This design comes from an exercise in tuning for small area and a short achievable clock period on the open sky130 flow, not from production work.
At most, simulation tests tie the RTL to the original design; equivalence was not proved.
Power is estimated from default activity; no workload was simulated.

==> flow/design.v (excerpt) <==
module top(
	input clk,
	input rst,
	input [64-1:0] data_input,
	input read_enable,
	input write_enable,
	output [64-1:0] data_output,
	output empty,
	output full
);
fifo #(
	.DATA_WIDTH(64),  
	.ADDR_WIDTH(3))
	fifo(	clk,
			rst,
			data_input,
			read_enable,
			write_enable,
			data_output,
			empty,
			full
			);
endmodule
For scale: roughly 580 flip-flops, about 130 I/O pins, roughly 22000 µm² of cells after synthesis.
Settings: LEC_CHECK=0, CAP_MARGIN=20, CORE_MARGIN=2, CORE_UTILIZATION=40, SETUP_SLACK_MARGIN=1.0, SLEW_MARGIN=20; clock period 3.1 ns.
run.sh (not shown) runs the stock make flow with config.mk's settings and CLKGATE_MAP_FILE= SYNTH_SCRIPT=/design/flow/synth_recipe.tcl, a recipe that flattens the netlist after the stock synthesis.
The baseline completed with no timing, DRC or antenna violations.
Edit:
Settings changed: SETUP_SLACK_MARGIN 1.0 to unset.
Combinational power rises by about 1%.
Non-clock buffer count falls by 5.
Cell area falls by 0.40%.
Synthesized area does not change.
Register-to-register slack loses 160 ps.
Synthesized cell count stays the same.
No functional check of the RTL was part of any run of this note.

========
Setup of job 5724:
The RTL this note starts from:
==> flow/design.v <==
module fifo
	#(
		parameter DATA_WIDTH = 64,  
		parameter ADDR_WIDTH = 5
	)
	(
		input logic								clk,
		input logic								rst,
		input logic		[DATA_WIDTH-1:0] 		data_input,
		input logic								read_enable_input,
		input logic								write_enable_input,
		output logic	[DATA_WIDTH-1:0]		data_output,
		output logic							empty,
		output logic							full
	);
	localparam FIFO_SIZE = (1 << ADDR_WIDTH);
	reg [FIFO_SIZE-1:0] rd_ok;
	reg [FIFO_SIZE-1:0] wr_ok;
	reg                 not_empty_r;	 
	reg                 full_r;
	wire read_enable  = read_enable_input  && not_empty_r;
	wire write_enable = write_enable_input && !full_r;
	wire [FIFO_SIZE-1:0] head_pos = not_empty_r ? rd_ok : wr_ok;
	wire [FIFO_SIZE-1:0] tail_pos = full_r      ? rd_ok : wr_ok;
	wire [FIFO_SIZE-1:0] head_inc = {head_pos[FIFO_SIZE-2:0], head_pos[FIFO_SIZE-1]};
	wire [FIFO_SIZE-1:0] tail_inc = {tail_pos[FIFO_SIZE-2:0], tail_pos[FIFO_SIZE-1]};
	reg [FIFO_SIZE-1:0] head_next, tail_next;
	reg                 not_empty_next, full_next;
	always @(*) begin
		head_next      = read_enable  ? head_inc : head_pos;
		tail_next      = write_enable ? tail_inc : tail_pos;
		not_empty_next = not_empty_r;
		full_next      = full_r;
		if (read_enable && !write_enable) begin
			not_empty_next = !(|(head_inc & tail_pos));
			full_next      = 1'b0;
		end else if (write_enable && !read_enable) begin
			not_empty_next = 1'b1;
			full_next      = |(tail_inc & head_pos);
		end
	end
	assign empty = !not_empty_r;
	assign full  = full_r;
	always @(posedge clk, posedge rst) begin
		if (rst) begin
			rd_ok       <= 0;
			wr_ok       <= 1;
			not_empty_r <= 1'b0;
			full_r      <= 1'b0;
		end else begin
			rd_ok       <= not_empty_next ? head_next : {FIFO_SIZE{1'b0}};
			wr_ok       <= full_next      ? {FIFO_SIZE{1'b0}} : tail_next;
			not_empty_r <= not_empty_next;
			full_r      <= full_next;
		end
	end
	wire [FIFO_SIZE-1:0] wsel   = {FIFO_SIZE{write_enable_input}} & wr_ok;
	wire [FIFO_SIZE-1:0] wsel_n = ~wsel;
	wire [FIFO_SIZE-1:0] rsel   = {FIFO_SIZE{read_enable_input}} & rd_ok;
	wire                 rhold  = !read_enable;
	genvar i;
	wire [DATA_WIDTH-1:0] mem_q [0:FIFO_SIZE-1];
	generate
		for (i = 0; i < FIFO_SIZE; i = i + 1) begin : entry
			reg  [DATA_WIDTH-1:0] word;
			wire [DATA_WIDTH-1:0] word_d;
			fifo_ao22 #(.W(DATA_WIDTH)) hold_mux (
				.a(data_input), .sa(wsel[i]),
				.b(word),       .sb(wsel_n[i]),
				.y(word_d));
			always @(posedge clk)
				word <= word_d;
			assign mem_q[i] = word;
		end
	endgenerate
	wire [DATA_WIDTH-1:0] rd_n0, rd_n1, rd_n2, rd_word;
	fifo_aoi222 #(.W(DATA_WIDTH)) rd_g0 (
		.a(mem_q[0]), .sa(rsel[0]),
		.b(mem_q[1]), .sb(rsel[1]),
		.c(mem_q[2]), .sc(rsel[2]),
		.y(rd_n0));
	fifo_aoi222 #(.W(DATA_WIDTH)) rd_g1 (
		.a(mem_q[3]), .sa(rsel[3]),
		.b(mem_q[4]), .sb(rsel[4]),
		.c(mem_q[5]), .sc(rsel[5]),
		.y(rd_n1));
	fifo_aoi222 #(.W(DATA_WIDTH)) rd_g2 (
		.a(mem_q[6]),    .sa(rsel[6]),
		.b(mem_q[7]),    .sb(rsel[7]),
		.c(data_output), .sc(rhold),
		.y(rd_n2));
	fifo_nand3 #(.W(DATA_WIDTH)) rd_g3 (
		.a(rd_n0), .b(rd_n1), .c(rd_n2), .y(rd_word));
	always @(posedge clk)
		data_output <= rd_word;
endmodule  
module fifo_ao22 #(parameter W = 1) (
	input  [W-1:0] a,
	input          sa,
	input  [W-1:0] b,
	input          sb,
	output [W-1:0] y
);
	assign y = ({W{sa}} & a) | ({W{sb}} & b);
endmodule
module fifo_aoi222 #(parameter W = 1) (
	input  [W-1:0] a,
	input          sa,
	input  [W-1:0] b,
	input          sb,
	input  [W-1:0] c,
	input          sc,
	output [W-1:0] y
);
	assign y = ~(({W{sa}} & a) | ({W{sb}} & b) | ({W{sc}} & c));
endmodule
module fifo_nand3 #(parameter W = 1) (
	input  [W-1:0] a,
	input  [W-1:0] b,
	input  [W-1:0] c,
	output [W-1:0] y
);
	assign y = ~(a & b & c);
endmodule
module top(
	input clk,
	input rst,
	input [64-1:0] data_input,
	input read_enable,
	input write_enable,
	output [64-1:0] data_output,
	output empty,
	output full
);
fifo #(
	.DATA_WIDTH(64),  
	.ADDR_WIDTH(3))
	fifo(	clk,
			rst,
			data_input,
			read_enable,
			write_enable,
			data_output,
			empty,
			full
			);
endmodule
==> flow/config.mk <==
export PLATFORM = sky130hd
export DESIGN_NAME = top
export DESIGN_NICKNAME = top
export VERILOG_FILES = /design/flow/design.v
export SDC_FILE = /design/flow/constraint.sdc
export NUM_CORES = 4
export LEC_CHECK = 0
export CAP_MARGIN = 20
export CORE_MARGIN = 2
export CORE_UTILIZATION = 40
export CTS_CLUSTER_DIAMETER = 80
export CTS_CLUSTER_SIZE = 20
export SETUP_SLACK_MARGIN = 1.0
export SLEW_MARGIN = 20
export SYNTH_HIERARCHICAL = 1
export SYNTH_MINIMUM_KEEP_SIZE = 0
==> flow/constraint.sdc <==
create_clock -name core_clock -period 3.1 [get_ports {clk}]
set_input_delay 0.6200 -clock core_clock [delete_from_list [all_inputs] [get_ports {clk}]]
set_output_delay 0.6200 -clock core_clock [all_outputs]
set_load 0.01 [all_outputs]
standard.sh (not shown) runs the stock make flow with config.mk's settings and CLKGATE_MAP_FILE= SYNTH_SCRIPT=/design/flow/synth_recipe.tcl, a recipe that flattens the netlist after the stock synthesis.
==> flow/flow/run.sh <==
#!/bin/bash
# The standard layout, with the ports buffered by small plain buffers
# (buffer_ports would otherwise pick a slow delay cell); repair may upsize them.
set -euo pipefail
export BUFFER_PORTS_ARGS="-buffer_cell sky130_fd_sc_hd__buf_1"
bash standard.sh > standard.log 2>&1
Job 5724: flow completed, timing, DRC and antenna clean
[inputs] job 3305 vs job 5724
- SETUP_SLACK_MARGIN: 1.0 -> 1.2
- CORE_UTILIZATION: 40 -> 55
## What came out
Between job 5724 and job 3305, the difference in sequential share of layout area is negligible.
Height of the die, job 5724 and job 3305, lower one = job 3305.
Compared with job 5724, job 3305 shows clock-buffer cell count that has gone up by a few percent.
Job 3305: number of clock buffers inserted by TritonCTS 2.8% below job 5724
Job 5724 ended up with flop to primary output as its type of the worst setup path; job 3305 ended up with flop to flop.
Comparing job 5724 and job 3305, the lower hold slack was measured on job 5724.
Die size: job 3305 is under job 5724
Here is what was changed in the inputs of job 112 compared with job 3305.
- removing CTS_CLUSTER_SIZE (formerly 20)
- changing CORE_UTILIZATION from 55 to 40
- removing CTS_CLUSTER_DIAMETER (formerly 80)
Results
Compared with job 3305, job 112 shows a higher synthesis-to-finish area growth.
Job 112 -> job 3305: share of total power in combinational logic flat
Summary of job 112 over job 3305: vertical extent of the die climbed 34 um, setup slack after layout rose 62 ps, maximum frequency shows an increase of 17 MHz.
Job 112 | stages: all done | timing, DRC, antenna: all pass
Relative to job 112, the following input files were edited for job 7334:
- changing SETUP_SLACK_MARGIN from 1.2 to 1.3
- setting CTS_CLUSTER_DIAMETER to 80 for the first time
- setting TNS_END_PERCENT to 5 for the first time
- setting CTS_CLUSTER_SIZE to 20 for the first time
Findings:
- Compared with job 112, in job 7334 worst IR drop on VDD down 0.14 mV, number of antenna violations at the first check in global routing flat, met1 global-route usage up 1.3 points, fraction of standard cell area that is sequential up 2.1 points.
- Diff job 112..job 7334 | flip-flop and latch count | unchanged
- | clock insertion delay at the later pin of the skew report | lower: job 7334 |
- Compared with job 112, in job 7334 post-layout total power went down by 16%; cell area lower.
- Between job 112 and job 7334, critical path depth decreased.
- Relative to job 112, job 7334 degrades least setup slack across all paths after layout.
Changes in job 6412 relative to job 7334:
- SETUP_SLACK_MARGIN changed from 1.3 to 1.2
- TNS_END_PERCENT removed (was 5)
Results
For job 7334, the critical path's slowest cell was sky130_fd_sc_hd__and2_2, unlike job 6412, where it was sky130_fd_sc_hd__dfrtp_4.
On clock network latency to the later pin of the worst-skew pair, job 6412 and job 7334 are neck and neck.
Job 6412 against job 7334; met2 routed wirelength is down by a little under 10%.
In the metrics for job 6412 and job 7334, the one carrying the lower pre-CTS setup slack is job 7334.
Diff job 6412..job 7334 | clock buffer and inverter area fraction after layout | negligible
Going from job 7334 to job 6412, multi-input logic cell count held steady, final hold slack now sits at about the same level, wire length of the first global-routing pass moved down.
No run of this note included a check of the RTL's function; only the layout flow was run.

========
== exp/lagoon ==
top, a different RTL version from the one above (not shown whole).
Size: roughly 1600 cells after synthesis, ~130 I/O pins, ~0.021 sq mm of cells after synthesis.
==> flow/config.mk <==
export PLATFORM = sky130hd
export DESIGN_NAME = top
export DESIGN_NICKNAME = top
export VERILOG_FILES = /design/flow/design.v
export SDC_FILE = /design/flow/constraint.sdc
export NUM_CORES = 4
export LEC_CHECK = 0
export CAP_MARGIN = 20
export CORE_MARGIN = 2
export CORE_UTILIZATION = 40
export CTS_CLUSTER_DIAMETER = 80
export CTS_CLUSTER_SIZE = 20
export SETUP_SLACK_MARGIN = 1.3
export SLEW_MARGIN = 20
export SYNTH_HIERARCHICAL = 1
export SYNTH_MINIMUM_KEEP_SIZE = 0
==> flow/constraint.sdc <==
create_clock -name core_clock -period 3.1 [get_ports {clk}]
set_input_delay 0.6200 -clock core_clock [delete_from_list [all_inputs] [get_ports {clk}]]
set_output_delay 0.6200 -clock core_clock [all_outputs]
set_load 0.01 [all_outputs]
Scripts as last shown in full above: flow/flow/run.sh
exp/lagoon finished every stage and its layout cleared the timing, design-rule and antenna checks.
diff inputs: exp/lagoon => exp/nickel
- swapping 80 for 60 in CTS_CLUSTER_DIAMETER
- swapping 1.3 for 1.2 in SETUP_SLACK_MARGIN
- swapping 20 for 14 in CTS_CLUSTER_SIZE
- putting CTS_BUF_LIST at sky130_fd_sc_hd__clkbuf_8 where nothing was set
Findings:
- From exp/lagoon to exp/nickel the numbers moved as follows: total of plain and repair buffers excluding clock buffers went up about 2.2%, number of buffers inserted during clock tree synthesis went up 13, minimum setup slack in the final design went down 0.12 ns, multi-input logic area held, number of optimization iterations in the first detailed-route pass held.
- Taking exp/lagoon as the reference, in exp/nickel global-route usage over all layers +0.16 points; post-route fraction of the period consumed by the critical path went up by 3.8 points; number of gates resized after CTS went down about 9%; cell area power density shrank by 5.4%.
- exp/nickel | stages: all done | timing, DRC, antenna: all pass
Changes in exp/tundra relative to exp/nickel:
- CTS_CLUSTER_DIAMETER now 80, was 60
- CTS_CLUSTER_SIZE now 20, was 14
- CTS_BUF_LIST no longer set, was sky130_fd_sc_hd__clkbuf_8
- SETUP_SLACK_MARGIN now 1.4, was 1.2
==> results.txt <==
exp/tundra: done, clean on timing, DRC and antenna. Detailed-routed wire length on met2 grows by a few percent when moving from exp/nickel to exp/tundra. Changes observed in exp/tundra relative to exp/nickel: total power up about 8%; non-clock buffer count up about 2%; maximum frequency up 0.048 GHz; multi-input combinational cell area up about 0.36%; clock share of power up 3.9 points.
Changes in exp/garnet relative to exp/tundra:
- SETUP_SLACK_MARGIN changed from 1.4 to 1.6
==> comparison <==
When exp/garnet is measured against exp/tundra, its final cell count turns out 41 higher.
Number of CTS-inserted buffers sits lower in exp/garnet than in exp/tundra.
A capture point of the critical path of fifo.data_output[56] is what exp/garnet shows, while empty belongs to exp/tundra.
Relative to exp/tundra, the area of all placed cells without fillers measured on exp/garnet has increased by a few percent.

========
Setup of v2:
top, a different RTL version from the one above (not shown whole).
For scale: roughly 1600 cells after synthesis, ~580 flip-flops, about 130 I/O pins, about 21000 um2 of cells after synthesis.
==> flow/design.v (excerpt) <==
module top(
	input clk,
	input rst,
	input [64-1:0] data_input,
	input read_enable,
	input write_enable,
	output [64-1:0] data_output,
	output empty,
	output full
);
export LEC_CHECK = 0
export CAP_MARGIN = 20
export CORE_MARGIN = 2
export CORE_UTILIZATION = 40
export SLEW_MARGIN = 20
export SYNTH_HIERARCHICAL = 1
export SYNTH_MINIMUM_KEEP_SIZE = 0
create_clock -name core_clock -period 3.1 [get_ports {clk}]
run.sh (not shown) runs the stock make flow with config.mk's settings and CLKGATE_MAP_FILE= SYNTH_SCRIPT=/design/flow/synth_recipe.tcl, a recipe that flattens the netlist after the stock synthesis.
Stock flow here: none of the scripts above is used.
For v10, these inputs were changed with respect to v2:
Settings: setting CTS_BUF_LIST to sky130_fd_sc_hd__clkbuf_4 sky130_fd_sc_hd__clkbuf_8 for the first time.
==> comparison <==
[v10 vs v2] routed wire length: higher in v10
Buffer count from post-CTS setup fixing: v2 vs v10, no meaningful difference
In terms of number of max-cap violations, v2 and v10 differ only marginally.
For the total number of cells along the worst setup path, v10 came in 5 lower than v2 did.
Changes in v26 relative to v10:
Settings: SETUP_SLACK_MARGIN now 1.2, previously not set; CTS_BUF_LIST no longer set, was sky130_fd_sc_hd__clkbuf_4 sky130_fd_sc_hd__clkbuf_8.
Findings:
As far as sequential cell count of the final layout goes, v26 and v10 are indistinguishable; the numbers are identical. Worst hold slack: v26 > v10. Against v10, wire length reported by the detailed router in v26 came out worse. Between v26 and v10, non-clock buffer area fraction after layout is lower for v10, v26 comes in above that.
No functional check of the RTL was part of any run of this note.

========
RTL: one of the versions met above, not the one the previous note started from.
Size in the first run: roughly 130 I/O pins, roughly 21000 sq um of cells after synthesis.
// top
module top(
	input clk,
	input rst,
	input [64-1:0] data_input,
	input read_enable,
	input write_enable,
	output [64-1:0] data_output,
	output empty,
	output full
);
==> flow/config.mk <==
export PLATFORM = sky130hd
export DESIGN_NAME = top
export DESIGN_NICKNAME = top
export VERILOG_FILES = /design/flow/design.v
export SDC_FILE = /design/flow/constraint.sdc
export NUM_CORES = 4
export LEC_CHECK = 0
export CAP_MARGIN = 20
export CORE_MARGIN = 2
export CORE_UTILIZATION = 40
export CTS_CLUSTER_DIAMETER = 80
export CTS_CLUSTER_SIZE = 20
export SETUP_SLACK_MARGIN = 1.5
export SLEW_MARGIN = 20
export SYNTH_HIERARCHICAL = 1
export SYNTH_MINIMUM_KEEP_SIZE = 0
==> flow/constraint.sdc <==
create_clock -name core_clock -period 3.1 [get_ports {clk}]
set_input_delay 0.6200 -clock core_clock [delete_from_list [all_inputs] [get_ports {clk}]]
set_output_delay 0.6200 -clock core_clock [all_outputs]
set_load 0.01 [all_outputs]
standard.sh (not shown) runs the stock make flow with config.mk's settings and CLKGATE_MAP_FILE= SYNTH_SCRIPT=/design/flow/synth_recipe.tcl, a recipe that flattens the netlist after the stock synthesis.
Scripts as last shown in full above: flow/flow/run.sh
==> next run, changes <==
--- a/flow/config.mk
+++ b/flow/config.mk
@@ -11,3 +11,4 @@
-export CTS_CLUSTER_DIAMETER = 80
-export CTS_CLUSTER_SIZE = 20
-export SETUP_SLACK_MARGIN = 1.5
+export CTS_BUF_LIST = sky130_fd_sc_hd__clkbuf_8
+export CTS_CLUSTER_DIAMETER = 60
+export CTS_CLUSTER_SIZE = 14
+export SETUP_SLACK_MARGIN = 1.4
Non-clock buffer count falls by 35.
Critical path depth stays the same.
Combinational power falls by about 34%.
Clock skew rises by 0.015 ns.
Routed wire length falls by about 6.5%.
Maximum frequency falls by 4.6%.
Register-to-register slack improved by 0.06 ns.
Worst setup slack got worse by 0.084 ns.
Power falls by about 6.6%.
Area after synthesis stays the same.
First-iteration DRC count falls by 18%.
==> next run, changes <==
--- a/flow/config.mk
+++ b/flow/config.mk
@@ -11,4 +11,4 @@
-export CTS_BUF_LIST = sky130_fd_sc_hd__clkbuf_8
-export CTS_CLUSTER_DIAMETER = 60
-export CTS_CLUSTER_SIZE = 14
-export SETUP_SLACK_MARGIN = 1.4
+export CTS_CLUSTER_DIAMETER = 80
+export CTS_CLUSTER_SIZE = 20
+export PLACE_DENSITY = 0.7
+export SETUP_SLACK_MARGIN = 1.3
=> The new run produced a clean layout; wire length shrinks by a few percent; design area goes down by a few percent; core utilization falls by 1.1 points; clock skew went down by 0.016 ns; flip-flop and latch count is unchanged.
==> next run, changes <==
--- a/flow/config.mk
+++ b/flow/config.mk
@@ -13,2 +13,2 @@
-export PLACE_DENSITY = 0.7
-export SETUP_SLACK_MARGIN = 1.3
+export PLACE_DENSITY = 0.75
+export SETUP_SLACK_MARGIN = 1.4
Effect: The changed run finished with timing, DRC and antenna clean; sequential share of layout area decreases by 0.30 points; power is lower slightly; cell area rises slightly; count of clock-buffer cells in the layout fell by 3; wire length falls slightly; final cell count barely changes; worst setup slack improved by 0.014 ns; sequential cell count stays the same; die area stays the same; utilization grows by 0.32 points; sequential power barely changes.

-- what the ideal ports hide --
Ports are ideal in the flow. The routed layouts listed here were re-timed in OpenROAD.
Step 1 assumes that a clkbuf_16 drives the clock port and a buf_2 every other input.
Step 2 times the ports against the registers' clock, not the clock port: input delays grow and output delays shrink by t, the midpoint of the rising clock arrivals with the driver on.
a / b / c = ideal ports / drivers / drivers and shift; a / b = the first two.
run	shift t [ns]	setup slack, ns	worst slew at a driven data input, ns	pins driven straight from the clock port
the first run of note 1	0.647	1.071 / 1.018 / 0.517	0.10	1
the second run of note 1	0.655	0.777 / 0.721 / 0.414	0.10	1
job 5724	0.625	1.022 / 0.967 / 0.648	0.12	1
job 3305	0.625	1.168 / 1.115 / 0.753	0.09	1
job 112	0.658	1.230 / 1.182 / 0.714	0.12	1
job 7334	0.621	1.123 / 1.148 / 0.527	0.10	1
job 6412	0.609	1.188 / 1.173 / 0.740	0.10	1
exp/lagoon	0.625	1.323 / 1.268 / 0.860	0.11	1
exp/nickel	0.707	1.204 / 1.152 / 0.643	0.14	1
exp/tundra	0.631	1.361 / 1.295 / 0.988	0.11	1
exp/garnet	0.629	1.250 / 1.246 / 0.915	0.12	1
v2	0.671	0.656 / 0.647 / 0.234	0.10	1
v10	0.719	0.655 / 0.602 / 0.293	0.11	1
v26	0.671	0.869 / 0.869 / 0.437	0.11	1
the first run of note 5	0.619	1.341 / 1.279 / 0.888	0.11	1
the second run of note 5	0.712	1.257 / 1.199 / 0.956	0.11	1
the third run of note 5	0.615	1.324 / 1.268 / 0.796	0.09	1
the fourth run of note 5	0.593	1.338 / 1.280 / 0.853	0.11	1
After both steps setup and hold are still met in every run listed. For job 7334, which loses most, drivers alone change the setup slack by +0.025 ns; drivers and shift together by -0.596 ns.
